From an optimization exercise on the open Yosys and OpenROAD flow, aimed at small area; shortcuts taken in it are not production practice. RTL that was checked went through simulation tests only; none was proved equivalent to the original. For run 1, only the layout was checked, not whether the RTL still works. No activity file was given, so power comes from the tool's default toggle rates.

==> flow/design.v <==
module addr_decode(
    input  [31:0] addr,
    output [5:0]  sel,
    output        err
    );
    wire hi401 = (addr[31:18] == 14'b0100_0000_0001_00);
    assign sel[0] = hi401 & (addr[17:16] == 2'b00);                  
    assign sel[1] = hi401 & (addr[17:16] == 2'b01);                  
    assign sel[2] = hi401 & (addr[17:16] == 2'b10);                  
    assign sel[3] = (addr[31:13] == 19'b0110_0000_0000_0000_000);    
    assign sel[4] = hi401 & (addr[17:16] == 2'b11);                  
    assign sel[5] = (addr[31:18] == 14'b0100_0000_0000_00);          
    assign err = ~(|sel);
endmodule
`timescale 1ns / 100ps
module AXI_connect
    #( parameter
                ADDR = 32,
                VALID = 1,
                PROT = 3,
                DATA = 32,
                STRB = 4,
                READY = 1,
                RESP = 2
    )
    ( clk, rst,
    M00_AWADDR, M00_ARADDR, M00_AWVALID, M00_WVALID, M00_ARVALID, M00_AWPROT, M00_ARPROT, M00_WDATA, M00_WSTRB, M00_BREADY, M00_RREADY,
    S00_BVALID, S00_RVALID, S00_RDATA, S00_AWREADY, S00_WREADY, S00_ARREADY, S00_BRESP, S00_RRESP,
    S01_BVALID, S01_RVALID, S01_RDATA, S01_AWREADY, S01_WREADY, S01_ARREADY, S01_BRESP, S01_RRESP,
    S02_BVALID, S02_RVALID, S02_RDATA, S02_AWREADY, S02_WREADY, S02_ARREADY, S02_BRESP, S02_RRESP,
    S03_BVALID, S03_RVALID, S03_RDATA, S03_AWREADY, S03_WREADY, S03_ARREADY, S03_BRESP, S03_RRESP,
    S04_BVALID, S04_RVALID, S04_RDATA, S04_AWREADY, S04_WREADY, S04_ARREADY, S04_BRESP, S04_RRESP,
    S05_BVALID, S05_RVALID, S05_RDATA, S05_AWREADY, S05_WREADY, S05_ARREADY, S05_BRESP, S05_RRESP,
    S00_AWADDR, S00_ARADDR, S00_AWVALID, S00_WVALID, S00_ARVALID, S00_AWPROT, S00_ARPROT, S00_WDATA, S00_WSTRB, S00_BREADY, S00_RREADY,
    S01_AWADDR, S01_ARADDR, S01_AWVALID, S01_WVALID, S01_ARVALID, S01_AWPROT, S01_ARPROT, S01_WDATA, S01_WSTRB, S01_BREADY, S01_RREADY,
    S02_AWADDR, S02_ARADDR, S02_AWVALID, S02_WVALID, S02_ARVALID, S02_AWPROT, S02_ARPROT, S02_WDATA, S02_WSTRB, S02_BREADY, S02_RREADY,
    S03_AWADDR, S03_ARADDR, S03_AWVALID, S03_WVALID, S03_ARVALID, S03_AWPROT, S03_ARPROT, S03_WDATA, S03_WSTRB, S03_BREADY, S03_RREADY,
    S04_AWADDR, S04_ARADDR, S04_AWVALID, S04_WVALID, S04_ARVALID, S04_AWPROT, S04_ARPROT, S04_WDATA, S04_WSTRB, S04_BREADY, S04_RREADY,
    S05_AWADDR, S05_ARADDR, S05_AWVALID, S05_WVALID, S05_ARVALID, S05_AWPROT, S05_ARPROT, S05_WDATA, S05_WSTRB, S05_BREADY, S05_RREADY,
    M00_BVALID, M00_RVALID, M00_RDATA, M00_AWREADY, M00_WREADY, M00_ARREADY, M00_BRESP, M00_RRESP
    );
    input clk, rst;
    input [ADDR - 1: 0]   M00_AWADDR,                                  M00_ARADDR;
    input [VALID - 1: 0]  M00_AWVALID, M00_WVALID,                  M00_ARVALID;
    input [PROT - 1: 0]   M00_AWPROT,                                  M00_ARPROT;
    input [DATA - 1: 0]                   M00_WDATA;
    input [STRB - 1: 0]                   M00_WSTRB;
    input [READY - 1: 0]                                  M00_BREADY,                  M00_RREADY;
    input [VALID - 1: 0]                                  S00_BVALID,                  S00_RVALID;
    input [DATA - 1: 0]                                                                   S00_RDATA;
    input [READY - 1: 0]  S00_AWREADY, S00_WREADY,                  S00_ARREADY;
    input [RESP - 1: 0]                                   S00_BRESP,                   S00_RRESP;
    input [VALID - 1: 0]                               S01_BVALID,                  S01_RVALID;
    input [DATA - 1: 0]                                                                   S01_RDATA;
    input [READY - 1: 0]  S01_AWREADY, S01_WREADY,                  S01_ARREADY;
    input [RESP - 1: 0]                                   S01_BRESP,                   S01_RRESP;
    input [VALID - 1: 0]                                  S02_BVALID,                  S02_RVALID;
    input [DATA - 1: 0]                                                                   S02_RDATA;
    input [READY - 1: 0]  S02_AWREADY, S02_WREADY,                  S02_ARREADY;
    input [RESP - 1: 0]                                   S02_BRESP,                   S02_RRESP;
    input [VALID - 1: 0]                                  S03_BVALID,                  S03_RVALID;
    input [DATA - 1: 0]                                                                   S03_RDATA;
    input [READY - 1: 0]  S03_AWREADY, S03_WREADY,                  S03_ARREADY;
    input [RESP - 1: 0]                                   S03_BRESP,                   S03_RRESP;
    input [VALID - 1: 0]                                  S04_BVALID,                  S04_RVALID;
    input [DATA - 1: 0]                                                                   S04_RDATA;
    input [READY - 1: 0]  S04_AWREADY, S04_WREADY,                  S04_ARREADY;
    input [RESP - 1: 0]                                   S04_BRESP,                   S04_RRESP;
    input [VALID - 1: 0]                                  S05_BVALID,                  S05_RVALID;
    input [DATA - 1: 0]                                                                   S05_RDATA;
    input [READY - 1: 0]  S05_AWREADY, S05_WREADY,                  S05_ARREADY;
    input [RESP - 1: 0]                                   S05_BRESP,                   S05_RRESP;
    output [ADDR - 1: 0]   S00_AWADDR,                                 S00_ARADDR;
    output [VALID - 1: 0]  S00_AWVALID, S00_WVALID,                 S00_ARVALID;
    output [PROT - 1: 0]   S00_AWPROT,                                 S00_ARPROT;
    output [DATA - 1: 0]                   S00_WDATA;
    output [STRB - 1: 0]                   S00_WSTRB;
    output [READY - 1: 0]                                  S00_BREADY,   S00_RREADY;
    output [ADDR - 1: 0]   S01_AWADDR,                                 S01_ARADDR;
    output [VALID - 1: 0]  S01_AWVALID, S01_WVALID,                 S01_ARVALID;
    output [PROT - 1: 0]   S01_AWPROT,                                 S01_ARPROT;
    output [DATA - 1: 0]                   S01_WDATA;
    output [STRB - 1: 0]                   S01_WSTRB;
    output [READY - 1: 0]                                  S01_BREADY,                 S01_RREADY;
    output [ADDR - 1: 0]   S02_AWADDR,                                 S02_ARADDR;
    output [VALID - 1: 0]  S02_AWVALID, S02_WVALID,                 S02_ARVALID;
    output [PROT - 1: 0]   S02_AWPROT,                                 S02_ARPROT;
    output [DATA - 1: 0]                   S02_WDATA;
    output [STRB - 1: 0]                   S02_WSTRB;
    output [READY - 1: 0]                                  S02_BREADY,                 S02_RREADY;
    output [ADDR - 1: 0]   S03_AWADDR,                                 S03_ARADDR;
    output [VALID - 1: 0]  S03_AWVALID, S03_WVALID,                 S03_ARVALID;
    output [PROT - 1: 0]   S03_AWPROT,                                 S03_ARPROT;
    output [DATA - 1: 0]                   S03_WDATA;
    output [STRB - 1: 0]                   S03_WSTRB;
    output [READY - 1: 0]                                  S03_BREADY,                 S03_RREADY;
    output [ADDR - 1: 0]   S04_AWADDR,                                 S04_ARADDR;
    output [VALID - 1: 0]  S04_AWVALID, S04_WVALID,                 S04_ARVALID;
    output [PROT - 1: 0]   S04_AWPROT,                                 S04_ARPROT;
    output [DATA - 1: 0]                   S04_WDATA;
    output [STRB - 1: 0]                   S04_WSTRB;
    output [READY - 1: 0]                                  S04_BREADY,                 S04_RREADY;
    output [ADDR - 1: 0]   S05_AWADDR,                                 S05_ARADDR;
    output [VALID - 1: 0]  S05_AWVALID, S05_WVALID,                 S05_ARVALID;
    output [PROT - 1: 0]   S05_AWPROT,                                 S05_ARPROT;
    output [DATA - 1: 0]                   S05_WDATA;
    output [STRB - 1: 0]                   S05_WSTRB;
    output [READY - 1: 0]                                  S05_BREADY,                 S05_RREADY;
    output [VALID - 1: 0]                                  M00_BVALID,                  M00_RVALID;
    output [DATA - 1: 0]                                                                   M00_RDATA;
    output [READY - 1: 0]  M00_AWREADY, M00_WREADY,                  M00_ARREADY;
    output [RESP - 1: 0]                                   M00_BRESP,                   M00_RRESP;
    wire [5:0] w_dec, r_dec;
    wire       w_dec_err, r_dec_err;
    addr_decode w_decode(.addr(M00_AWADDR), .sel(w_dec), .err(w_dec_err));
    addr_decode r_decode(.addr(M00_ARADDR), .sel(r_dec), .err(r_dec_err));
    reg        w_blk;
    reg  [5:0] w_held;
    reg        w_err_q;
    wire [5:0] w_sel = w_blk ? 6'b0 : (M00_AWVALID ? w_dec : w_held);
    wire       w_err = ~w_blk & (M00_AWVALID ? w_dec_err : w_err_q);
    wire [5:0] s_awready = {S05_AWREADY, S04_AWREADY, S03_AWREADY, S02_AWREADY, S01_AWREADY, S00_AWREADY};
    wire [5:0] s_wready  = {S05_WREADY,  S04_WREADY,  S03_WREADY,  S02_WREADY,  S01_WREADY,  S00_WREADY};
    wire [5:0] s_bvalid  = {S05_BVALID,  S04_BVALID,  S03_BVALID,  S02_BVALID,  S01_BVALID,  S00_BVALID};
    assign M00_AWREADY = w_err | (|(w_sel & s_awready));
    assign M00_WREADY  = w_err | (|(w_sel & s_wready));
    assign M00_BVALID  = w_err | (|s_bvalid);
    assign M00_BRESP   = {2{w_err}}
                       | ({2{S00_BVALID}} & S00_BRESP) | ({2{S01_BVALID}} & S01_BRESP)
                       | ({2{S02_BVALID}} & S02_BRESP) | ({2{S03_BVALID}} & S03_BRESP)
                       | ({2{S04_BVALID}} & S04_BRESP) | ({2{S05_BVALID}} & S05_BRESP);
    always @(posedge clk) begin
        w_blk   <= ~rst | (M00_BVALID & M00_BREADY);
        w_held  <= w_sel;
        w_err_q <= w_err;
    end
    wire [5:0] s_awvalid = {6{M00_AWVALID}} & w_sel;
    wire [5:0] s_wvalid  = {6{M00_WVALID}} & w_sel;
    assign {S05_AWVALID, S04_AWVALID, S03_AWVALID, S02_AWVALID, S01_AWVALID, S00_AWVALID} = s_awvalid;
    assign {S05_WVALID,  S04_WVALID,  S03_WVALID,  S02_WVALID,  S01_WVALID,  S00_WVALID}  = s_wvalid;
    reg        r_blk;
    reg        r_err_q;
    wire [5:0] r_sel = r_blk ? 6'b0 : (M00_ARVALID ? r_dec : 6'b0);
    wire       r_err = ~r_blk & (M00_ARVALID ? r_dec_err : r_err_q);
    wire [5:0] s_arready = {S05_ARREADY, S04_ARREADY, S03_ARREADY, S02_ARREADY, S01_ARREADY, S00_ARREADY};
    wire [5:0] s_rvalid  = {S05_RVALID,  S04_RVALID,  S03_RVALID,  S02_RVALID,  S01_RVALID,  S00_RVALID};
    assign M00_ARREADY = r_err | (|(r_sel & s_arready));
    assign M00_RVALID  = r_err | (|s_rvalid);
    assign M00_RDATA   = {32{r_err}}
                       | ({32{S00_RVALID}} & S00_RDATA) | ({32{S01_RVALID}} & S01_RDATA)
                       | ({32{S02_RVALID}} & S02_RDATA) | ({32{S03_RVALID}} & S03_RDATA)
                       | ({32{S04_RVALID}} & S04_RDATA) | ({32{S05_RVALID}} & S05_RDATA);
    assign M00_RRESP   = {2{r_err}}
                       | ({2{S00_RVALID}} & S00_RRESP) | ({2{S01_RVALID}} & S01_RRESP)
                       | ({2{S02_RVALID}} & S02_RRESP) | ({2{S03_RVALID}} & S03_RRESP)
                       | ({2{S04_RVALID}} & S04_RRESP) | ({2{S05_RVALID}} & S05_RRESP);
    always @(posedge clk) begin
        r_blk   <= ~rst | (M00_RVALID & M00_RREADY);
        r_err_q <= r_err;
    end
    assign {S05_ARVALID, S04_ARVALID, S03_ARVALID, S02_ARVALID, S01_ARVALID, S00_ARVALID} = r_sel;
    assign S00_AWADDR = M00_AWADDR; assign S01_AWADDR = M00_AWADDR; assign S02_AWADDR = M00_AWADDR;
    assign S03_AWADDR = M00_AWADDR; assign S04_AWADDR = M00_AWADDR; assign S05_AWADDR = M00_AWADDR;
    assign S00_AWPROT = M00_AWPROT; assign S01_AWPROT = M00_AWPROT; assign S02_AWPROT = M00_AWPROT;
    assign S03_AWPROT = M00_AWPROT; assign S04_AWPROT = M00_AWPROT; assign S05_AWPROT = M00_AWPROT;
    assign S00_WDATA = M00_WDATA; assign S01_WDATA = M00_WDATA; assign S02_WDATA = M00_WDATA;
    assign S03_WDATA = M00_WDATA; assign S04_WDATA = M00_WDATA; assign S05_WDATA = M00_WDATA;
    assign S00_WSTRB = M00_WSTRB; assign S01_WSTRB = M00_WSTRB; assign S02_WSTRB = M00_WSTRB;
    assign S03_WSTRB = M00_WSTRB; assign S04_WSTRB = M00_WSTRB; assign S05_WSTRB = M00_WSTRB;
    assign S00_ARADDR = M00_ARADDR; assign S01_ARADDR = M00_ARADDR; assign S02_ARADDR = M00_ARADDR;
    assign S03_ARADDR = M00_ARADDR; assign S04_ARADDR = M00_ARADDR; assign S05_ARADDR = M00_ARADDR;
    assign S00_ARPROT = M00_ARPROT; assign S01_ARPROT = M00_ARPROT; assign S02_ARPROT = M00_ARPROT;
    assign S03_ARPROT = M00_ARPROT; assign S04_ARPROT = M00_ARPROT; assign S05_ARPROT = M00_ARPROT;
    assign S00_BREADY = M00_BREADY; assign S01_BREADY = M00_BREADY; assign S02_BREADY = M00_BREADY;
    assign S03_BREADY = M00_BREADY; assign S04_BREADY = M00_BREADY; assign S05_BREADY = M00_BREADY;
    assign S00_RREADY = M00_RREADY; assign S01_RREADY = M00_RREADY; assign S02_RREADY = M00_RREADY;
    assign S03_RREADY = M00_RREADY; assign S04_RREADY = M00_RREADY; assign S05_RREADY = M00_RREADY;
endmodule
==> flow/run.sh <==
#!/bin/bash
# synth_recipe.tcl (not shown) runs the flow's synth.tcl, then flattens the netlist and writes it again
# the make line also repeats each setting of config.mk as NAME=value (left out here)
make -C /OpenROAD-flow-scripts/flow DESIGN_CONFIG=/design/flow/config.mk WORK_HOME=/design/flow/orfs CLKGATE_MAP_FILE= SYNTH_SCRIPT=/design/flow/synth_recipe.tcl finish
==> flow/config.mk <==
export PLATFORM = sky130hd
export DESIGN_NAME = AXI_connect
export DESIGN_NICKNAME = AXI_connect
export VERILOG_FILES = /design/flow/design.v
export SDC_FILE = /design/flow/constraint.sdc
export NUM_CORES = 4
export LEC_CHECK = 0
export CAP_MARGIN = 20
export CORE_AREA = 4 4 156 156
export DIE_AREA = 0 0 160 160
export PLACE_DENSITY = 0.6
export SLEW_MARGIN = 20
==> flow/constraint.sdc <==
create_clock -name core_clock -period 6.0 [get_ports {clk}]
set_input_delay 1.2000 -clock core_clock [delete_from_list [all_inputs] [get_ports {clk}]]
set_output_delay 1.2000 -clock core_clock [all_outputs]
set_load 0.01 [all_outputs]
==> notes.md, run 1 <==
Synth top area share=0.6883; register bit total from synthesis=10; Core Rows=55; Main synth FF type=dfxtp_1; count of different cell masters after synthesis=45; most frequent cell after synthesis=buf_4; DIE WIDTH=160 um; part of the Yosys area used for sequential elements=0.02832; status=did not finish; Last stage=3_2_place_iop; stop err=[ERROR PPL-0024] Number of IO pins (1066) exceeds maximum number of available positions (572). Increase the die perimeter from 640.00um to 1449.76um.; Syn Area/Cell=7.432 um2; EDFF count, synth=0; area leader, netlist=buf_4; Mapped Area=0.007068 mm2; Area contributors post-synth=buf_4, a22oi_1, nand4_1; Synth warnings=1; Synth top cells by count=buf_4, a22oi_1, nand4_1; Async S/R FF share, synth=0; Starting Density=0.3112; Post-Syn Instances=951; Die Y=160 um
-- cells by family after synthesis --
group | share of synthesized area
buffers and inverters | 0.7095
multiplexers | 0.007789
AO/OA/AOI/OAI | 0.1489
AND/OR/NAND/NOR | 0.1055
flip-flops | 0.02832
==> inputs of run 2 (changes only) <==
--- a/flow/design.v
+++ b/flow/design.v
@@ -119,4 +119,4 @@
     reg        w_err_q;
-    wire [5:0] w_sel = w_blk ? 6'b0 : (M00_AWVALID ? w_dec : w_held);
-    wire       w_err = ~w_blk & (M00_AWVALID ? w_dec_err : w_err_q);
+    wire [5:0] w_sel = M00_AWVALID ? (w_dec & {6{~w_blk}}) : w_held;
+    wire       w_err = M00_AWVALID ? (w_dec_err & ~w_blk) : w_err_q;
     wire [5:0] s_awready = {S05_AWREADY, S04_AWREADY, S03_AWREADY, S02_AWREADY, S01_AWREADY, S00_AWREADY};
@@ -134,3 +134,3 @@
         w_held  <= w_sel;
-        w_err_q <= w_err;
+        w_err_q <= w_err & ~M00_BREADY & rst;
     end
@@ -142,4 +142,4 @@
     reg        r_err_q;
-    wire [5:0] r_sel = r_blk ? 6'b0 : (M00_ARVALID ? r_dec : 6'b0);
-    wire       r_err = ~r_blk & (M00_ARVALID ? r_dec_err : r_err_q);
+    wire [5:0] r_sel = r_dec & {6{M00_ARVALID & ~r_blk}};
+    wire       r_err = M00_ARVALID ? (r_dec_err & ~r_blk) : r_err_q;
     wire [5:0] s_arready = {S05_ARREADY, S04_ARREADY, S03_ARREADY, S02_ARREADY, S01_ARREADY, S00_ARREADY};
@@ -158,3 +158,3 @@
         r_blk   <= ~rst | (M00_RVALID & M00_RREADY);
-        r_err_q <= r_err;
+        r_err_q <= r_err & ~M00_RREADY & rst;
     end
==> flow/flow/run.sh (new file) <==
#!/bin/bash
# Standard ORFS layout, with the port buffers made of the smallest buffer cell.
set -o pipefail
export BUFFER_PORTS_ARGS="-buffer_cell sky130_fd_sc_hd__buf_1"
bash standard.sh > standard.log 2>&1
==> flow/standard.sh (new file) <==
#!/bin/bash
# synth_recipe.tcl (not shown) runs the flow's synth.tcl, then flattens the netlist and writes it again
# the make line also repeats each setting of config.mk as NAME=value (left out here)
make -C /OpenROAD-flow-scripts/flow DESIGN_CONFIG=/design/flow/config.mk WORK_HOME=/design/flow/orfs CLKGATE_MAP_FILE= SYNTH_SCRIPT=/design/flow/synth_recipe.tcl "${@:-finish}"
--- a/flow/config.mk
+++ b/flow/config.mk
@@ -8,5 +8,5 @@
 export CAP_MARGIN = 20
-export CORE_AREA = 4 4 156 156
-export DIE_AREA = 0 0 160 160
-export PLACE_DENSITY = 0.6
+export CORE_AREA = 5 5 395 395
+export DIE_AREA = 0 0 400 400
+export PLACE_DENSITY = 0.4
 export SLEW_MARGIN = 20
removed: flow/run.sh
==> notes.md, run 2 <==
CTS max path bufs=2; Syn Area/Cell=7.487 um2; Synth top area share=0.7009; Main synth FF type=dfxtp_1; Core Rows=143; I/O pin cnt=1066; Vias per Instance=2.155; Clock Sink Count=10; register bit total from synthesis=10; EDFF count, synth=0; combinational group share of total power=0.694; FMAX=0.2186 GHz; vias post-DR=6290; Synth top cells by count=buf_4, a22oi_1, nand4_1; Finished Cell Area=0.007078 mm2; Util after Layout=0.04671; most frequent cells in the layout=buf_1, a22oi_1, nand4_1; R2R Path End=w_held[4]; Sw Share=0.5458; Critical Path AT=3.37 ns; post-layout minimum cycle time=4.575 ns; met1 usage=0.08944; Fillers=18150; Slew Viols, Final=0; TritonRoute pass-1 iters=5; setup TNS=0 ns; Starting DRT DRC Count=582; DIE WIDTH=400 um; max-cap violations=0; layout cells sized above 1=0.05774; Net Switching=0.0003517 W; Antenna Nets Post-Route=0; Core Region=0.1515 mm2; adder-cell share of the synthesized area=0; Final WS setup=1.425 ns; die area=0.1600 mm2; r2r startpoint=w_blk; part of the Yosys area used for sequential elements=0.02884; WL final=66.25 mm; largest family of logic cells by synthesized area=buffers and inverters; Mapped Area=0.006940 mm2; Worst Tran Pin Value=1.052 ns; synth-to-layout area growth=1.983%; GPL Wtd Cong=0.7390; status=complete, no violations; WL per Instance=22.70 um; max_slew headroom=0.2990; sequential share of power=0.106; worst-case reg-to-reg path depth=4; GR Util met3=0.03874; vias in the first global route=5583; hold_ws=0.5140 ns; Clock Power Share=0.200; Max Fanout on Critical Path=7; DRC=0; Total Routing Usage GR=0.07502; most common cell after layout, fill and taps aside=buf_1; Most flops, register=w_held; Largest register FFs=6; Synth warnings=1; Clock Latency Late Sink=0.25 ns; PortBufs=589; Worst Hold Class=flip-flop to flip-flop; Area contributors post-synth=buf_4, a22oi_1, nand4_1; Root Buffer=clkbuf_16; first-pass GRT wire length=74.31 mm; RSZ-0062 raised after global routing=no; compound-cell area share of the yosys netlist=0.1428; Placed Area=0.006940 mm2; multiplexer area fraction after synthesis=0.01118; Clk pin slew, worst setup/hold paths=0.05 ns; largest net degree at the start of global routing=39; internal power=0.0002927 W; GRT Residual Overflow=0; most frequent cell after synthesis=buf_4; endpoints failing setup=0; H-tree Lvls=1; cts bufs inserted=3; initial antenna violation count=59; CP Launch Type=primary input; Async S/R FF share, synth=0; Die Y=400 um; count of different cell masters after synthesis=45; Synth Area in XOR/XNOR=0; met2 Track Usage GR=0.1193; Max IR drop VDD=0.06402 mV; Power Density=91.05 mW/mm2; Post-Syn Instances=927; Post-CTS Resized=0; Hold Path End=w_held[4]; clk_skew=0.008903 ns; most used routing layer in global routing=met2; crit path kind=primary input to output port; area leader, netlist=buf_4; Starting Density=0.04580; DP HPWL=59.93 mm; CP Capture Type=output port; register-to-register setup slack=4.26 ns; CTS Hold Bufs=0; Critical Path RT=4.80 ns; final hold vios=0; Layout Nets=1227; Place WS=1.293 ns; leakage=1.567 nW; Post CTS Setup Buffer Count=0; WHS Path Cells=2; CTS tree=done; Synth Area in Simple Gates=0.09735; Period Utilization, post-route=0.7625; min-delay src=w_held[4]
## run 2: changes by cell type after synthesis, moves of 4 or more
cell	previous run	this run
nor3_1	9	5
nor2_1	13	3
a22oi_1	114	110
inv_1	1	6
## run 2: metrics by stage
stage / total power (W) / std cells
2_1_floorplan: 0.0006116 / 927
3_3_place_gp: 0.0005260 / 2893
3_5_place_dp: 0.0005258 / 2893
4_1_cts: 0.0006654 / 2896
5_1_grt: 0.0006936 / 2902
6_report: 0.0006445 / 2919
## run 2: final cells by class
| cell class | instances | area, um2 | share of cell area |
|---|---|---|---|
| diodes | 23 | 57.56 | 0.008132 |
| clock buffers | 3 | 75.07 | 0.01061 |
| inverters | 6 | 22.52 | 0.003182 |
| multi-input cells | 235 | 1762 | 0.2489 |
| flip-flops and latches | 10 | 200.2 | 0.02828 |
| well taps | 2030 | 2540 | 0.3588 |
| repair buffers | 612 | 2421 | 0.3421 |
## run 2: worst max path at each step
stage,startpoint,depth (start not counted),slack [ns],end
6_report,M00_AWADDR[24],6,1.43,S04_WVALID[0]
5_1_grt,M00_AWADDR[27],6,1.27,S04_WVALID[0]
4_1_cts,M00_AWADDR[27],6,1.30,S04_WVALID[0]
3_5_place_dp,M00_AWADDR[27],6,1.29,S04_WVALID[0]
3_3_place_gp,M00_AWADDR[27],6,1.30,S04_WVALID[0]
2_1_floorplan,M00_AWADDR[27],4,2.24,S01_WVALID[0]
## run 2: kinds of logic after synthesis
group / Yosys count
flops: 10
simple gates: 100
compound gates: 131
mux: 4
buf+inv: 682
## run 2: power groups by stage
stage / Sequential [W] / Combinational, W / Clock (W)
after floorplan: 0.0000693 / 0.000542 / 0
after detailed placement: 0.0000695 / 0.000456 / 0
after global placement: 0.0000695 / 0.000457 / 0
final: 0.0000681 / 0.000447 / 0.000129
after CTS: 0.0000680 / 0.000458 / 0.000139
after global routing: 0.0000681 / 0.000483 / 0.000143
## run 2: worst max-delay path: stages
cell      delay, ns
buf_1          0.18
or4_1          0.71
nor4_4         0.60
nand3_1        0.28
a21boi_1       0.22
buf_1          0.18
## run 2: per-layer routing
| layer | vias to the layer above | share of wire |
|---|---|---|
| met3 | 120 | 0.14 |
| li1 | 2423 | - |
| met1 | 2787 | 0.39 |
| met5 | - | 0.00032 |
| met4 | 4 | 0.035 |
| met2 | 956 | 0.44 |
==> inputs of run 3 (changes only) <==
--- a/flow/design.v
+++ b/flow/design.v
@@ -13,2 +13,12 @@
     assign err = ~(|sel);
+endmodule
+module resp_mux #(parameter W = 1) (
+    input  [5:0]   v,
+    input  [W-1:0] d0, d1, d2, d3, d4, d5,
+    input          err,
+    output [W-1:0] y
+    );
+    wire [W-1:0] lo_n = ~(({W{v[0]}} & d0) | ({W{v[1]}} & d1) | ({W{v[2]}} & d2));
+    wire [W-1:0] hi_n = ~(({W{v[3]}} & d3) | ({W{v[4]}} & d4) | ({W{v[5]}} & d5));
+    assign y = ~(lo_n & hi_n & {W{~err}});
 endmodule
@@ -127,6 +137,6 @@
     assign M00_BVALID  = w_err | (|s_bvalid);
-    assign M00_BRESP   = {2{w_err}}
-                       | ({2{S00_BVALID}} & S00_BRESP) | ({2{S01_BVALID}} & S01_BRESP)
-                       | ({2{S02_BVALID}} & S02_BRESP) | ({2{S03_BVALID}} & S03_BRESP)
-                       | ({2{S04_BVALID}} & S04_BRESP) | ({2{S05_BVALID}} & S05_BRESP);
+    resp_mux #(.W(2)) b_resp_mux(
+        .v({S05_BVALID, S04_BVALID, S03_BVALID, S02_BVALID, S01_BVALID, S00_BVALID}),
+        .d0(S00_BRESP), .d1(S01_BRESP), .d2(S02_BRESP), .d3(S03_BRESP), .d4(S04_BRESP), .d5(S05_BRESP),
+        .err(w_err), .y(M00_BRESP));
     always @(posedge clk) begin
@@ -148,10 +158,7 @@
     assign M00_RVALID  = r_err | (|s_rvalid);
-    assign M00_RDATA   = {32{r_err}}
-                       | ({32{S00_RVALID}} & S00_RDATA) | ({32{S01_RVALID}} & S01_RDATA)
-                       | ({32{S02_RVALID}} & S02_RDATA) | ({32{S03_RVALID}} & S03_RDATA)
-                       | ({32{S04_RVALID}} & S04_RDATA) | ({32{S05_RVALID}} & S05_RDATA);
-    assign M00_RRESP   = {2{r_err}}
-                       | ({2{S00_RVALID}} & S00_RRESP) | ({2{S01_RVALID}} & S01_RRESP)
-                       | ({2{S02_RVALID}} & S02_RRESP) | ({2{S03_RVALID}} & S03_RRESP)
-                       | ({2{S04_RVALID}} & S04_RRESP) | ({2{S05_RVALID}} & S05_RRESP);
+    resp_mux #(.W(34)) r_resp_mux(
+        .v({S05_RVALID, S04_RVALID, S03_RVALID, S02_RVALID, S01_RVALID, S00_RVALID}),
+        .d0({S00_RRESP, S00_RDATA}), .d1({S01_RRESP, S01_RDATA}), .d2({S02_RRESP, S02_RDATA}),
+        .d3({S03_RRESP, S03_RDATA}), .d4({S04_RRESP, S04_RDATA}), .d5({S05_RRESP, S05_RDATA}),
+        .err(r_err), .y({M00_RRESP, M00_RDATA}));
     always @(posedge clk) begin
==> flow/flow/run.sh (replaced) <==
#!/bin/bash
# Standard ORFS layout with two changes:
#  - synthesis maps the logic with an area-oriented ABC script (flow/abc_speed.script);
#    everything else in ORFS's scripts is used unchanged (copied to ./orfs_scripts);
#  - the port buffers are the smallest buffer cell.
set -eo pipefail
here=$(pwd)
rm -rf "$here/orfs_scripts"
cp -r "$FLOW_HOME/scripts" "$here/orfs_scripts"
cp "$here/flow/abc_speed.script" "$here/orfs_scripts/abc_speed.script"
export BUFFER_PORTS_ARGS="-buffer_cell sky130_fd_sc_hd__buf_1"
bash standard.sh SCRIPTS_DIR="$here/orfs_scripts" synth > synth.log 2>&1
bash standard.sh > standard.log 2>&1
==> flow/flow/abc_speed.script (new file) <==
strash
dch
amap
--- a/flow/config.mk
+++ b/flow/config.mk
@@ -9,3 +9,5 @@
 export CORE_AREA = 5 5 395 395
+export CTS_BUF_LIST = sky130_fd_sc_hd__clkbuf_2 sky130_fd_sc_hd__clkbuf_4 sky130_fd_sc_hd__clkbuf_8
 export DIE_AREA = 0 0 400 400
+export GPL_TIMING_DRIVEN = 0
 export PLACE_DENSITY = 0.4
==> notes.md, run 3 <==
clk_skew=0.003813 ns; max_slew headroom=0.1338; GPL Wtd Cong=0.8758; CP Launch Type=primary input; TritonRoute pass-1 iters=10; Slew Viols, Final=0; DP HPWL=68.08 mm; Synth Area in XOR/XNOR=0; Post-Syn Instances=859; PortBufs=997; Core Rows=143; Vias per Instance=2.461; Fillers=18090; initial antenna violation count=59; post-layout minimum cycle time=5.733 ns; Synth Area in Simple Gates=0.08319; Synth warnings=1; Largest register FFs=6; Layout Nets=2241; CTS max path bufs=2; Core Region=0.1515 mm2; Root Buffer=clkbuf_8; RSZ-0062 raised after global routing=no; area leader, netlist=buf_4; Antenna Nets Post-Route=0; endpoints failing setup=0; Placed Area=0.01306 mm2; final hold vios=0; status=complete, no violations; largest net degree at the start of global routing=22; CP max-delay cell=buf_1; Synth top cells by count=buf_4, a222oi_1, nand3_1; Worst Hold Class=flip-flop to flip-flop; Max Fanout on Critical Path=15; Critical Path RT=4.80 ns; Syn Area/Cell=7.547 um2; WL final=73.15 mm; Synth top area share=0.7504; adder-cell share of the synthesized area=0; hold_ws=0.5056 ns; largest family of logic cells by synthesized area=buffers and inverters; Critical Path AT=4.53 ns; slowest stage delay, CP=0.57 ns; part of the Yosys area used for sequential elements=0.03088; Async S/R FF share, synth=0; Period Utilization, post-route=0.9555; Clock Latency Late Sink=0.28 ns; WHS Path Cells=2; die area=0.1600 mm2; Main synth FF type=dfxtp_1; Final WS setup=0.2670 ns; CTS tree=done; Clk pin slew, worst setup/hold paths=0.08 ns; Place WS=0.03857 ns; register bit total from synthesis=10; CP Cell Sequence=buf_1 -> or4b_1 -> or3_1 -> nor3_1 -> nor4_2 -> a21oi_4 -> buf_16 -> buf_16 -> nand3_1 -> buf_1; Power Density=85.89 mW/mm2; count of different cell masters after synthesis=19; most frequent cells in the layout=buf_1, buf_4, a222oi_1; leakage=4.927 nW; DRC=0; Clock Sink Count=10; WL per Instance=18.65 um; EDFF count, synth=0; Starting Density=0.04278; max-cap violations=0; CP Capture Type=output port; Finished Cell Area=0.01317 mm2; Worst Tran Pin Value=1.299 ns; vias post-DR=9653; synth-to-layout area growth=103.2%; cts bufs inserted=3; vias in the first global route=8452; I/O pin cnt=1066; Starting DRT DRC Count=999; Total Routing Usage GR=0.08244; Area contributors post-synth=buf_4, a222oi_1, nand3_1; Max IR drop VDD=0.05011 mV; FMAX=0.1744 GHz; most common cell after layout, fill and taps aside=buf_1; worst-case reg-to-reg path depth=7; layout cells sized above 1=0.3647; Most flops, register=w_held; Die Y=400 um; Post CTS Setup Buffer Count=0; Mapped Area=0.006482 mm2; first-pass GRT wire length=85.64 mm; GRT Residual Overflow=0; crit path kind=primary input to output port; multiplexer area fraction after synthesis=0; compound-cell area share of the yosys netlist=0.1268; DIE WIDTH=400 um; H-tree Lvls=1; most frequent cell after synthesis=buf_4; register-to-register setup slack=3.59 ns
[run 3: cell count changes after synthesis, moves of 6 or more]
cell / before / now
a22oi_1: 110 / 0
a222oi_1: 2 / 76
nand4_1: 39 / 0
nand3_1: 4 / 41
clkbuf_1: 25 / 0
clkinv_1: 0 / 15
nor2_1: 3 / 11
inv_1: 6 / 0
nor2b_1: 8 / 2
nor3_1: 5 / 11
[run 3: layer usage]
layer / share of wire / global-route usage
met1: 0.43 / 0.1124
met3: 0.093 / 0.01941
met5: 0.00072 / 0
met4: 0.013 / 0.01106
met2: 0.46 / 0.1353
[run 3: path summary, 6_finish.rpt]
path,end,from
worst max-delay path,M00_RDATA[8],M00_ARADDR[30]
worst min-delay path,w_held[2],w_held[2]
worst max register to register,r_blk,r_blk
worst min register to register,w_held[2],w_held[2]
[run 3: what timing repair did]
item                                   CTS  global route
endpoints found under the hold margin    0             0
hold buffers                             0             0
setup endpoints to repair                0             1
gates resized for setup                  0             2
[run 3: per-stage QoR]
step	setup TNS, ns	total power, W	utilization	cells
finish	0	0.001132	0.08693	3922
CTS	0	0.001161	0.08657	3909
detailed placement	0	0.001029	0.08620	3905
global placement	-100.87	0.001009	0.08423	3886
floorplan	0	0.0005803	-	859
global route	0	0.001212	0.08676	3912
[run 3: cell families (layout without fill, tap and decap cells)]
kind of cell           after synthesis  in the layout
buffers and inverters              663           1685
and+or+nand+nor                    100            100
AOI/OAI and AO/OA                   86             86
DFF                                 10             10
other                                0             11
[run 3: power by group]
part           switching (W)  total (W)  leakage, nW  internal, W
logic               0.000499   0.000953         4.82     0.000454
registers        0.000000439  0.0000677       0.0812    0.0000673
clock network      0.0000525   0.000111       0.0288    0.0000588
total               0.000552    0.00113         4.93     0.000580
[run 3: final cells by class]
cell class	count	area, um2	share of cell area
diodes	11	27.53	0.002089
well taps	2030	2540	0.1928
multi-input cells	186	1411	0.1071
plain buffers	648	4865	0.3693
flip-flops and latches	10	200.2	0.01520
inverters	15	56.30	0.004274
repair buffers	1018	4019	0.3051
clock buffers	4	55.05	0.004179
[run 3: critical path, delay by kind of cell]
kind            cells  cell delay (ns)
compound gates      1             0.54
buf+inv             4             1.25
simple gates        5             1.47
==> inputs of run 4 (changes only) <==
--- a/flow/flow/run.sh
+++ b/flow/flow/run.sh
@@ -11,2 +11,3 @@
 export BUFFER_PORTS_ARGS="-buffer_cell sky130_fd_sc_hd__buf_1"
+export REMOVE_ABC_BUFFERS=1
 bash standard.sh SCRIPTS_DIR="$here/orfs_scripts" synth > synth.log 2>&1
==> notes.md, run 4 <==
status=complete, no violations; post-layout minimum cycle time=5.713 ns; Slew Viols, Final=0; Net Switching=0.0003532 W; Setup crit end=M00_WREADY[0]; max_slew headroom=0.2822; layout cells sized above 1=0.05054; WL per Instance=39.92 um; largest net degree at the start of global routing=22; Max Fanout on Critical Path=7; Max IR drop VDD=0.05686 mV; DRC=0; Sw Share=0.5678; crit path kind=primary input to output port; I/O pin cnt=1066; Core Region=0.1515 mm2; Vias per Instance=2.364; crit path launch=M00_AWADDR[18]; vias post-DR=6828; Layout Nets=1191; synth-to-layout area growth=6.157%; most frequent cell after synthesis=buf_4; Synth warnings=1; Clk pin slew, worst setup/hold paths=0.08 ns; PortBufs=589; initial antenna violation count=84; GPL Wtd Cong=0.8968; Most flops, register=w_held; Fillers=18170; vias in the first global route=5853; H-tree Lvls=1; Syn Area/Cell=7.547 um2; min-delay src=w_held[1]; Util after Layout=0.04541; Clock Power Share=0.166; placed cell count=2854; EDFF count, synth=0; cts bufs inserted=3; Mapped Area=0.006482 mm2; Post-Syn Instances=859; final hold vios=0; DIE WIDTH=400 um; Power Density=90.39 mW/mm2; leakage=1.369 nW; sequential share of power=0.111; Total Routing Usage GR=0.1350; area leader, netlist=buf_4; final std cells w/o fill=2888; Clock Latency Late Sink=0.27 ns; Core Rows=143; Main synth FF type=dfxtp_1; Antenna Nets Post-Route=0; CTS tree=done; Worst Tran Pin Value=1.077 ns; Async S/R FF share, synth=0; RSZ-0062 raised after global routing=no; max-cap violations=0; Worst Hold Class=flip-flop to flip-flop; Largest register FFs=6; die area=0.1600 mm2; register bit total from synthesis=10; register-to-register setup slack=3.68 ns; clk_skew=0.01902 ns; CP Launch Type=primary input; Starting DRT DRC Count=701; Period Utilization, post-route=0.9521; Synth top cells by count=buf_4, a222oi_1, nand3_1; CTS max path bufs=2; Synth top area share=0.7504; R2R Path End=r_blk; Starting Density=0.04278; most frequent cells in the layout=buf_1, a222oi_1, nand3_1; endpoints failing setup=0; first-pass GRT wire length=126.7 mm; r2r startpoint=r_blk; DP HPWL=103.4 mm; internal power=0.0002688 W; TritonRoute pass-1 iters=8; CP Capture Type=output port; WL final=115.3 mm; Critical Path AT=4.51 ns; combinational group share of total power=0.724; Clock Sink Count=10; part of the Yosys area used for sequential elements=0.03088; GRT Residual Overflow=0; worst-case reg-to-reg path depth=7; Critical Path RT=4.80 ns; FMAX=0.1751 GHz; Area contributors post-synth=buf_4, a222oi_1, nand3_1; setup TNS=0 ns; count of different cell masters after synthesis=19; Root Buffer=clkbuf_8; Die Y=400 um; most common cell after layout, fill and taps aside=buf_1
[run 4: cell count changes in the layout (fill, tap and decap cells not counted), moves of 2 or more]
cell      change
buf_4       -641
nor4_2        -2
buf_2         -3
buf_1       -409
a221oi_2      -2
diode_2      +16
nor4_1        +2
a221oi_1      +2
[run 4: per-layer routing]
| layer | track usage | share of wire | vias up |
|---|---|---|---|
| li1 | - | - | 2320 |
| met1 | 0.1273 | 0.31 | 3143 |
| met5 | 0.02863 | 0.0062 | - |
| met2 | 0.2221 | 0.46 | 1148 |
| met3 | 0.1042 | 0.18 | 177 |
| met4 | 0.04468 | 0.042 | 40 |
[run 4: cells by family (layout without fill, tap and decap cells)]
group	count (synthesis)	after routing	share of synthesized area
buf+inv	663	635	0.7591
simple gates	100	100	0.08319
compound gates	86	86	0.1268
flops	10	10	0.03088
other cells	0	27	0
[run 4: worst min-delay path by stage]
stage	end	slack, ns	cells after the start
final	w_held[1]	0.50	2
after floorplan	w_held[4]	0.45	2
after global routing	w_held[1]	0.52	2
after detailed placement	w_held[1]	0.47	2
after global placement	w_held[1]	0.48	2
after CTS	w_held[1]	0.50	2
[run 4: power groups by stage]
stage	logic, W	registers (W)	clock network [W]
final	0.000450	0.0000689	0.000103
after global routing	0.000487	0.0000692	0.000111
after CTS	0.000466	0.0000692	0.000110
after detailed placement	0.000464	0.0000708	0
after global placement	0.000436	0.0000708	0
after floorplan	0.0000663	0.0000690	0
[run 4: critical path, stage by stage]
cell	delay, ns
buf_1	0.21
or2_0	0.52
or3_1	0.44
or4_1	0.56
a32oi_2	0.36
clkinv_1	0.15
a221oi_1	0.72
nand3_1	0.17
buf_1	0.17
[run 4: final cells by class]
| class | instances | area (um2) | share of cell area |
|---|---|---|---|
| Inverter | 15 | 56.30 | 0.008182 |
| Sequential cell | 10 | 200.2 | 0.02909 |
| Antenna cell | 27 | 67.56 | 0.009818 |
| Tap cell | 2030 | 2540 | 0.3691 |
| Timing Repair Buffer | 616 | 2571 | 0.3736 |
| Clock buffer | 4 | 55.05 | 0.008000 |
| Multi-Input combinational cell | 186 | 1391 | 0.2022 |
[run 4: through the flow]
step	worst slack (ns)	total power (W)	hold WS, ns	area, um2
after floorplan	0.6852	0.0001354	0.4468	1618
after global placement	-4.965	0.0005065	0.4765	6369
after detailed placement	-0.2217	0.0005350	0.4748	6729
after CTS	0.06139	0.0006454	0.4982	6792
after global routing	0.1404	0.0006672	0.5248	6849
final	0.2873	0.0006220	0.4993	6882
[run 4: what timing repair did]
| item | in CTS | in global routing |
|---|---|---|
| endpoints found under the setup margin | 15 | 1 |
| hold buffers | 0 | 0 |
| buffers inserted | 0 | 1 |
| endpoints found under the hold margin | 0 | 0 |
| gates resized for setup | 2 | 0 |
==> inputs of run 5 (changes only) <==
--- a/flow/flow/run.sh
+++ b/flow/flow/run.sh
@@ -11,3 +11,2 @@
 export BUFFER_PORTS_ARGS="-buffer_cell sky130_fd_sc_hd__buf_1"
-export REMOVE_ABC_BUFFERS=1
 bash standard.sh SCRIPTS_DIR="$here/orfs_scripts" synth > synth.log 2>&1
--- a/flow/config.mk
+++ b/flow/config.mk
@@ -11,3 +11,2 @@
 export DIE_AREA = 0 0 400 400
-export GPL_TIMING_DRIVEN = 0
 export PLACE_DENSITY = 0.4
==> notes.md, run 5 <==
r2r startpoint=w_blk; Util after Layout=0.04514; vias post-DR=6140; register bit total from synthesis=10; Post-Syn Instances=859; Clk pin slew, worst setup/hold paths=0.08 ns; RSZ-0062 raised after global routing=no; Vias per Instance=2.118; Synth top area share=0.7504; Main synth FF type=dfxtp_1; Most flops, register=w_held; CP Capture Type=output port; Net Switching=0.0003557 W; Post CTS Setup Buffer Count=0; initial antenna violation count=66; Clock Power Share=0.165; Post-CTS Resized=0; CTS max path bufs=2; R2R Path End=w_blk; final hold vios=0; Syn Area/Cell=7.547 um2; worst-case reg-to-reg path depth=7; Placed Area=0.006745 mm2; min-delay src=w_held[1]; FF+latch area=200.2 um2; DIE WIDTH=400 um; clk_skew=0.01426 ns; Starting DRT DRC Count=857; leakage=1.412 nW; largest net degree at the start of global routing=27; Largest register FFs=6; Max IR drop VDD=0.03795 mV; Power Density=90.82 mW/mm2; combinational group share of total power=0.725; crit path kind=primary input to output port; Clock Latency Late Sink=0.27 ns; Area contributors post-synth=buf_4, a222oi_1, nand3_1; Slew Viols, Final=1; Fail Reasons=max-slew violations; die area=0.1600 mm2; endpoints failing setup=0; Starting Density=0.04278; Fillers=18200; FMAX=0.1813 GHz; Layout Nets=1213; WL final=66.37 mm; max_slew headroom=-0.006771; status=finished with violations; layout cells sized above 1=0.07151; most frequent cell after synthesis=buf_4; max-cap violations=0; DRC=0; CTS Hold Bufs=0; Async S/R FF share, synth=0; Critical Path RT=4.80 ns; part of the Yosys area used for sequential elements=0.03088; WL per Instance=22.89 um; Sw Share=0.5726; TritonRoute pass-1 iters=12; DP HPWL=61.92 mm; most frequent cells in the layout=buf_1, a222oi_1, buf_4; CTS tree=done; Worst Hold Class=flip-flop to flip-flop; Place WS=0.3417 ns; cts bufs inserted=3; first-pass GRT wire length=74.71 mm; Core Region=0.1515 mm2; H-tree Lvls=1; register-to-register setup slack=3.60 ns; Worst Tran Pin Value=1.510 ns; crit path launch=M00_AWADDR[31]; Total Routing Usage GR=0.07631; I/O pin cnt=1066; area leader, netlist=buf_4; PortBufs=589; synth-to-layout area growth=5.520%; Synth top cells by count=buf_4, a222oi_1, nand3_1; setup TNS=0 ns; EDFF count, synth=0; Critical Path AT=4.31 ns; GPL Wtd Cong=0.7465; Period Utilization, post-route=0.9191; sequential share of power=0.110; Root Buffer=clkbuf_8; CP Launch Type=primary input; area of the multi-input gates=0.001373 mm2; vias in the first global route=5491; Max Fanout on Critical Path=7; count of different cell masters after synthesis=19; Finished Cell Area=0.006840 mm2; most common cell after layout, fill and taps aside=buf_1; internal power=0.0002655 W; Clock Sink Count=10; Die Y=400 um; Antenna Nets Post-Route=0; Mapped Area=0.006482 mm2; Setup crit end=M00_WREADY[0]; post-layout minimum cycle time=5.514 ns; GRT Residual Overflow=0; Synth warnings=1; Core Rows=143; Final WS setup=0.4856 ns
-- run 5: cell counts after synthesis --
Identical to the previous run, type by type.
-- run 5: worst min-delay path by stage --
stage | end | cells after the start
floorplan | w_held[4] | 2
global placement | w_held[1] | 2
detailed placement | w_held[2] | 2
CTS | w_held[2] | 2
global route | w_held[2] | 2
finish | w_held[1] | 2
-- run 5: cells by family (layout without fill, tap and decap cells) --
logic type	after synthesis	after routing	synth area share
buffers and inverters	663	657	0.7591
AO/OA/AOI/OAI	86	86	0.1268
flip-flops	10	10	0.03088
other	0	16	0
AND/OR/NAND/NOR	100	100	0.08319
-- run 5: final cells by class --
type                       instances  share of cell area
clock buffer                       4            0.008048
tap                             2030              0.3713
multi-input combinational        186              0.2007
timing repair buffer             638              0.3766
antenna                           16            0.005853
sequential                        10             0.02927
inverter                          15            0.008231
-- run 5: metrics by stage --
stage | power, W | hold WS, ns | cells
3_5_place_dp | 0.0005248 | 0.4721 | 2879
6_report | 0.0006212 | 0.4881 | 2899
4_1_cts | 0.0006398 | 0.4967 | 2883
2_1_floorplan | 0.0005803 | 0.4468 | 859
5_1_grt | 0.0006637 | 0.5260 | 2889
3_3_place_gp | 0.0005164 | 0.4735 | 2868
-- run 5: power groups by stage --
stage	Sequential, W	Combinational [W]	Clock [W]
final	0.0000685	0.000450	0.000103
after global routing	0.0000688	0.000481	0.000114
after global placement	0.0000704	0.000446	0
after CTS	0.0000687	0.000456	0.000115
after floorplan	0.0000690	0.000511	0
after detailed placement	0.0000703	0.000454	0
-- run 5: critical path, stage by stage --
cell and delay [ns]:
buf_1 0.16, or4b_1 0.66, or3_1 0.36, or3_1 0.49, a32oi_1 0.46, clkinv_1 0.15, a221oi_1 0.48, nand3_1 0.16
buf_1 0.19
-- run 5: routing by layer --
metal	vias to the layer above	part of all wire	GRT usage
li1	2341	-	-
met2	871	0.43	0.1163
met1	2811	0.37	0.08684
met4	18	0.023	0.01681
met3	99	0.18	0.05393
met5	-	0.0019	0.0003079
==> inputs of run 6 (changes only) <==
--- a/flow/design.v
+++ b/flow/design.v
@@ -5,10 +5,16 @@
     );
-    wire hi401 = (addr[31:18] == 14'b0100_0000_0001_00);
-    assign sel[0] = hi401 & (addr[17:16] == 2'b00);                  
-    assign sel[1] = hi401 & (addr[17:16] == 2'b01);                  
-    assign sel[2] = hi401 & (addr[17:16] == 2'b10);                  
-    assign sel[3] = (addr[31:13] == 19'b0110_0000_0000_0000_000);    
-    assign sel[4] = hi401 & (addr[17:16] == 2'b11);                  
-    assign sel[5] = (addr[31:18] == 14'b0100_0000_0000_00);          
-    assign err = ~(|sel);
+    wire z_a  = ~(addr[28] | addr[27] | addr[26] | addr[25]);
+    wire z_b  = ~(addr[24] | addr[23] | addr[22] | addr[21]);
+    wire base = z_a & z_b & ~addr[31] & addr[30];                  
+    wire g40  = base & ~addr[29] & ~addr[19] & ~addr[18];
+    wire hi401 = g40 & addr[20];                                   
+    wire z_c  = ~(addr[20] | addr[19] | addr[18] | addr[17]);
+    wire z_d  = ~(addr[16] | addr[15] | addr[14] | addr[13]);
+    assign sel[0] = hi401 & ~addr[17] & ~addr[16];                 
+    assign sel[1] = hi401 & ~addr[17] &  addr[16];                 
+    assign sel[2] = hi401 &  addr[17] & ~addr[16];                 
+    assign sel[3] = base & addr[29] & z_c & z_d;                   
+    assign sel[4] = hi401 &  addr[17] &  addr[16];                 
+    assign sel[5] = g40 & ~addr[20];                               
+    assign err = ~(hi401 | sel[3] | sel[5]);
 endmodule
--- a/flow/config.mk
+++ b/flow/config.mk
@@ -8,5 +8,5 @@
 export CAP_MARGIN = 20
-export CORE_AREA = 5 5 395 395
+export CORE_AREA = 5 5 365 365
 export CTS_BUF_LIST = sky130_fd_sc_hd__clkbuf_2 sky130_fd_sc_hd__clkbuf_4 sky130_fd_sc_hd__clkbuf_8
-export DIE_AREA = 0 0 400 400
+export DIE_AREA = 0 0 370 370
 export PLACE_DENSITY = 0.4
==> notes.md, run 6 <==
status=complete, no violations; Most flops, register=w_held; hold_ws=0.5026 ns; CTS max path bufs=2; Critical Path AT=4.07 ns; Core Region=0.1292 mm2; CP Launch Type=primary input; max_slew headroom=0.09500; Die Y=370 um; Starting Density=0.05000; WL per Instance=22.48 um; FMAX=0.1897 GHz; endpoints failing setup=0; area leader, netlist=buf_4; Main synth FF type=dfxtp_1; Post-Syn Instances=862; Vias per Instance=2.320; CTS tree=done; Post-CTS Resized=0; Clock Sink Count=10; setup TNS=0 ns; Synth top area share=0.7533; synth-to-layout area growth=0.4456%; initial antenna violation count=21; Total Routing Usage GR=0.07761; post-layout minimum cycle time=5.271 ns; Util after Layout=0.05022; Critical Path RT=4.80 ns; EDFF count, synth=0; CP Capture Type=output port; DP HPWL=53.61 mm; Period Utilization, post-route=0.8785; most frequent cell after synthesis=buf_4; overall power=0.0006062 W; Clk pin slew, worst setup/hold paths=0.05 ns; Slew Viols, Final=0; Final WS setup=0.7288 ns; Layout Nets=1219; Worst Hold Class=flip-flop to flip-flop; cts bufs inserted=3; DIE WIDTH=370 um; layout cells sized above 1=0.07451; Antenna Nets Post-Route=0; most frequent cells in the layout=buf_1, a222oi_1, nand3_1; Core Rows=132; Synth warnings=1; register-to-register setup slack=4.43 ns; vias in the first global route=5455; Largest register FFs=6; I/O pin cnt=1066; count of different cell masters after synthesis=20; Async S/R FF share, synth=0; DRC=0; part of the Yosys area used for sequential elements=0.03100; Synth top cells by count=buf_4, a222oi_1, nand3_1; H-tree Lvls=1; most common cell after layout, fill and taps aside=buf_1; die area=0.1369 mm2; first-pass GRT wire length=67.65 mm; Place WS=0.7841 ns; Syn Area/Cell=7.491 um2; vias post-DR=6049; Max Fanout on Critical Path=7; Worst Tran Pin Value=1.357 ns; Area contributors post-synth=buf_4, a222oi_1, nand3_1; Post CTS Setup Buffer Count=0; Mapped Area=0.006457 mm2; leakage=1.440 nW; PortBufs=589; Root Buffer=clkbuf_8; RSZ-0062 raised after global routing=no; max-cap violations=0; Power Density=93.46 mW/mm2; Clock Latency Late Sink=0.24 ns; Max IR drop VDD=0.03755 mV; CTS Hold Bufs=0; GPL Wtd Cong=0.7590; WL final=58.61 mm; GRT Residual Overflow=0; crit path kind=primary input to output port; final hold vios=0; clk_skew=0.0007714 ns; Starting DRT DRC Count=702; register bit total from synthesis=10; largest net degree at the start of global routing=36; TritonRoute pass-1 iters=12
## run 6: logic make-up (layout without fill, tap and decap cells)
| group | count (synthesis) | in the layout | synth area share |
|---|---|---|---|
| buffers and inverters | 661 | 658 | 0.7609 |
| AND/OR/NAND/NOR | 104 | 104 | 0.08080 |
| AO/OA/AOI/OAI | 87 | 87 | 0.1273 |
| flip-flops | 10 | 10 | 0.03100 |
| other | 0 | 6 | 0 |
## run 6: per-stage QoR
| stage | cells | instance area, um2 |
|---|---|---|
| 6_report | 2607 | 6486 |
| 5_1_grt | 2603 | 6476 |
| 4_1_cts | 2599 | 6456 |
| 3_5_place_dp | 2595 | 6401 |
| 3_3_place_gp | 2576 | 6272 |
| 2_1_floorplan | 862 | 6457 |
## run 6: worst max-delay path, stage by stage
cell and delay (ns):
buf_1 0.21, or4_1 0.57, nor3_1 0.14, nand4b_1 0.18, nor4_1 0.41, clkinv_1 0.16, or3_1 0.39, nor2_1 0.15
a21oi_1 0.08, clkinv_1 0.09, a22o_1 0.16, a221oi_1 0.05, nand3_1 0.09, buf_1 0.16
## run 6: layout make-up
cell class	count	area, um2
diodes	6	15.01
clock buffers	4	55.05
multi-input cells	191	1361
well taps	1742	2180
inverters	13	48.80
fillers	15530	122700
repair buffers	641	2626
flip-flops and latches	10	200.2
## run 6: path summary, 6_finish.rpt
path,from,end,cells past startpoint
worst max-delay path,M00_AWADDR[23],M00_AWREADY[0],14
worst min-delay path,w_held[0],w_held[0],2
worst min register to register,w_held[0],w_held[0],2
worst max register to register,r_blk,r_blk,7
## run 6: power breakdown
group           total, W  internal [W]  switching [W]
clock          0.0000875     0.0000580      0.0000295
sequential     0.0000683     0.0000675    0.000000871
combinational   0.000450      0.000145       0.000306
total           0.000606      0.000270       0.000336
## run 6: per-layer routing
layer / up-vias / part of all wire / track usage
met5: - / 0.00022 / 0
met4: 2 / 0.028 / 0.02025
met3: 73 / 0.17 / 0.05425
met2: 847 / 0.43 / 0.1171
met1: 2798 / 0.37 / 0.08851
li1: 2329 / - / -
==> inputs of run 7 (changes only) <==
--- a/flow/config.mk
+++ b/flow/config.mk
@@ -8,5 +8,5 @@
 export CAP_MARGIN = 20
-export CORE_AREA = 5 5 365 365
+export CORE_AREA = 5 5 395 395
 export CTS_BUF_LIST = sky130_fd_sc_hd__clkbuf_2 sky130_fd_sc_hd__clkbuf_4 sky130_fd_sc_hd__clkbuf_8
-export DIE_AREA = 0 0 370 370
+export DIE_AREA = 0 0 400 400
 export PLACE_DENSITY = 0.4
==> notes.md, run 7 <==
r2r startpoint=r_blk; combinational group share of total power=0.776; Clock Latency Late Sink=0.23 ns; Max IR drop VDD=0.04110 mV; Period Utilization, post-route=0.8677; initial antenna violation count=34; cts bufs inserted=3; internal power=0.0002658 W; Area contributors post-synth=buf_4, a222oi_1, nand3_1; Synth warnings=1; Post-Syn Instances=862; Fillers=18120; part of the Yosys area used for sequential elements=0.03100; FMAX=0.1921 GHz; GPL Wtd Cong=0.7355; Starting DRT DRC Count=632; Mapped Area=0.006457 mm2; TritonRoute pass-1 iters=8; Critical Path AT=4.01 ns; CP Cell Sequence=buf_1 -> or4_1 -> nor3_1 -> nand4b_1 -> nor4_1 -> clkinv_1 -> or3_1 -> nor2_1 -> a21oi_1 -> clkinv_1 -> a22o_1 -> a221oi_1 -> nand3_1 -> buf_1; register bit total from synthesis=10; largest net degree at the start of global routing=28; DP HPWL=62.39 mm; post-layout minimum cycle time=5.206 ns; crit path kind=primary input to output port; Core Rows=143; status=complete, no violations; DIE WIDTH=400 um; die area=0.1600 mm2; CTS tree=done; WHS Path Cells=2; Syn Area/Cell=7.491 um2; EDFF count, synth=0; CP Capture Type=output port; Synth top cells by count=buf_4, a222oi_1, nand3_1; Starting Density=0.04261; most common cell after layout, fill and taps aside=buf_1; RSZ-0062 raised after global routing=no; CTS Hold Bufs=0; sequential share of power=0.111; worst-case reg-to-reg path depth=7; Total Routing Usage GR=0.07614; first-pass GRT wire length=74.84 mm; layout cells sized above 1=0.09153; Synth top area share=0.7533; Worst Hold Class=flip-flop to flip-flop; vias in the first global route=5413; synth-to-layout area growth=7.964%; Max Fanout on Critical Path=7; H-tree Lvls=1; vias post-DR=6139; most frequent cell after synthesis=buf_4; DRC=0; Net Switching=0.0003528 W; final hold vios=0; setup TNS=0 ns; max-cap violations=0; slowest stage delay, CP=0.51 ns; Clock Power Share=0.113; Main synth FF type=dfxtp_1; Vias per Instance=2.104; Largest register FFs=6; max_slew headroom=0.07457; leakage=1.516 nW; most frequent cells in the layout=buf_1, a222oi_1, buf_4; R2R Path End=r_blk; Clock Sink Count=10; Slew Viols, Final=0; CP max-delay cell=or4_1; Die Y=400 um; count of different cell masters after synthesis=20; Post-CTS Resized=0; GRT Residual Overflow=0; Power Density=88.74 mW/mm2; endpoints failing setup=0; Worst Tran Pin Value=1.388 ns; Clk pin slew, worst setup/hold paths=0.05 ns; min-delay src=w_held[1]; overall power=0.0006187 W; WL final=67.20 mm; Sw Share=0.5703; Root Buffer=clkbuf_8; Layout Nets=1235; PortBufs=589; CTS max path bufs=2; CP Launch Type=primary input; Async S/R FF share, synth=0; I/O pin cnt=1066; WL per Instance=23.03 um; clk_skew=0.002522 ns; Antenna Nets Post-Route=0; area leader, netlist=buf_4; Core Region=0.1515 mm2; Post CTS Setup Buffer Count=0; Most flops, register=w_held; register-to-register setup slack=4.39 ns; Critical Path RT=4.80 ns; Hold Path End=w_held[1]; WP buf/inv=4; cell family with most CP delay=simple AND/OR/NAND/NOR gates
run 7: power groups by stage:
stage	clock (W)	sequential (W)	combinational, W
global route	0.0000760	0.0000687	0.000525
finish	0.0000698	0.0000687	0.000480
CTS	0.0000719	0.0000688	0.000507
floorplan	0	0.0000691	0.000510
detailed placement	0	0.0000701	0.000505
global placement	0	0.0000701	0.000483
run 7: worst max path at each step:
stage                        start        endpoint  cells past startpoint
detailed placement  M00_AWADDR[26]  M00_AWREADY[0]                     14
global placement    M00_AWADDR[26]  M00_AWREADY[0]                     14
floorplan           M00_ARADDR[23]  M00_ARREADY[0]                      7
finish              M00_AWADDR[26]  M00_AWREADY[0]                     14
global route        M00_AWADDR[26]  M00_AWREADY[0]                     14
CTS                 M00_AWADDR[26]  M00_AWREADY[0]                     14
run 7: per-stage QoR:
stage          setup slack (ns)  cells  hold WS [ns]  instance area (um2)     util
6_report                 0.7937   2918        0.4948                 6972  0.04600
3_5_place_dp             0.8096   2900        0.4822                 6888  0.04545
3_3_place_gp             0.9219   2871        0.4672                 6693  0.04416
5_1_grt                  0.4252   2911        0.5318                 6954  0.04589
4_1_cts                  0.7911   2903        0.4941                 6929  0.04572
2_1_floorplan            0.7466    862        0.4475                 6457        -
run 7: worst register-to-register path: cells and delay by family, from the launching register on:
kind            cells  cell delay, ns
compound gates      1            0.18
flops               1            0.42
buf+inv             1            0.21
simple gates        5            0.68
run 7: logic make-up (layout without fill, tap and decap cells):
kind of cell	Yosys count	in the layout	synth area share
buf+inv	661	673	0.7609
simple gates	104	104	0.08080
compound gates	87	87	0.1273
flops	10	10	0.03100
other cells	0	14	0
run 7: metal layers:
layer	vias up	wire, um	GRT usage
met5	-	160	0.005542
met4	8	3030	0.02845
met3	95	10750	0.04751
met2	855	30250	0.1223
met1	2805	23010	0.08063
li1	2376	-	-
run 7: area by class of cell:
| class | instances | area, um2 | share of cell area |
|---|---|---|---|
| Sequential cell | 10 | 200.2 | 0.02871 |
| Multi-Input combinational cell | 191 | 1355 | 0.1944 |
| Clock buffer | 3 | 41.29 | 0.005922 |
| Tap cell | 2030 | 2540 | 0.3643 |
| Inverter | 13 | 48.80 | 0.006999 |
| Timing Repair Buffer | 657 | 2751 | 0.3947 |
| Antenna cell | 14 | 35.03 | 0.005025 |

[afterwards: timing with drivers on the ports]
How much do the figures lean on ideal ports? The routed layouts below were timed once more, with nothing changed but the port constraints.
Step 1 sets driving cells, clkbuf_16 on the clock port and buf_2 on the other inputs (assumed; they add their load-dependent delay and slew).
Step 2 moves the port delays by t, midway between the first and last clock arrival at a register: inputs arrive t later, outputs are due t later. That takes back most of the time a late clock gives input paths.
Slacks: ideal / step 1 / step 2; pairs: ideal / step 1.
run	t (ns)	slack for setup (ns)	hold slack, ns	worst setup path at the end
run 2	0.291	1.425 / 1.402 / 1.402	0.514 / 0.514 / 0.514	input to output
run 3	0.341	0.267 / 0.235 / 0.235	0.506 / 0.506 / 0.506	input to output
run 4	0.299	0.287 / 0.266 / 0.266	0.499 / 0.499 / 0.499	input to output
run 5	0.317	0.486 / 0.448 / 0.448	0.488 / 0.488 / 0.488	input to output
run 6	0.282	0.729 / 0.701 / 0.701	0.503 / 0.503 / 0.503	input to output
run 7	0.265	0.794 / 0.772 / 0.772	0.495 / 0.495 / 0.495	input to output
For run 5, which loses most, drivers alone change the setup slack by -0.038 ns; drivers and shift together by -0.038 ns.
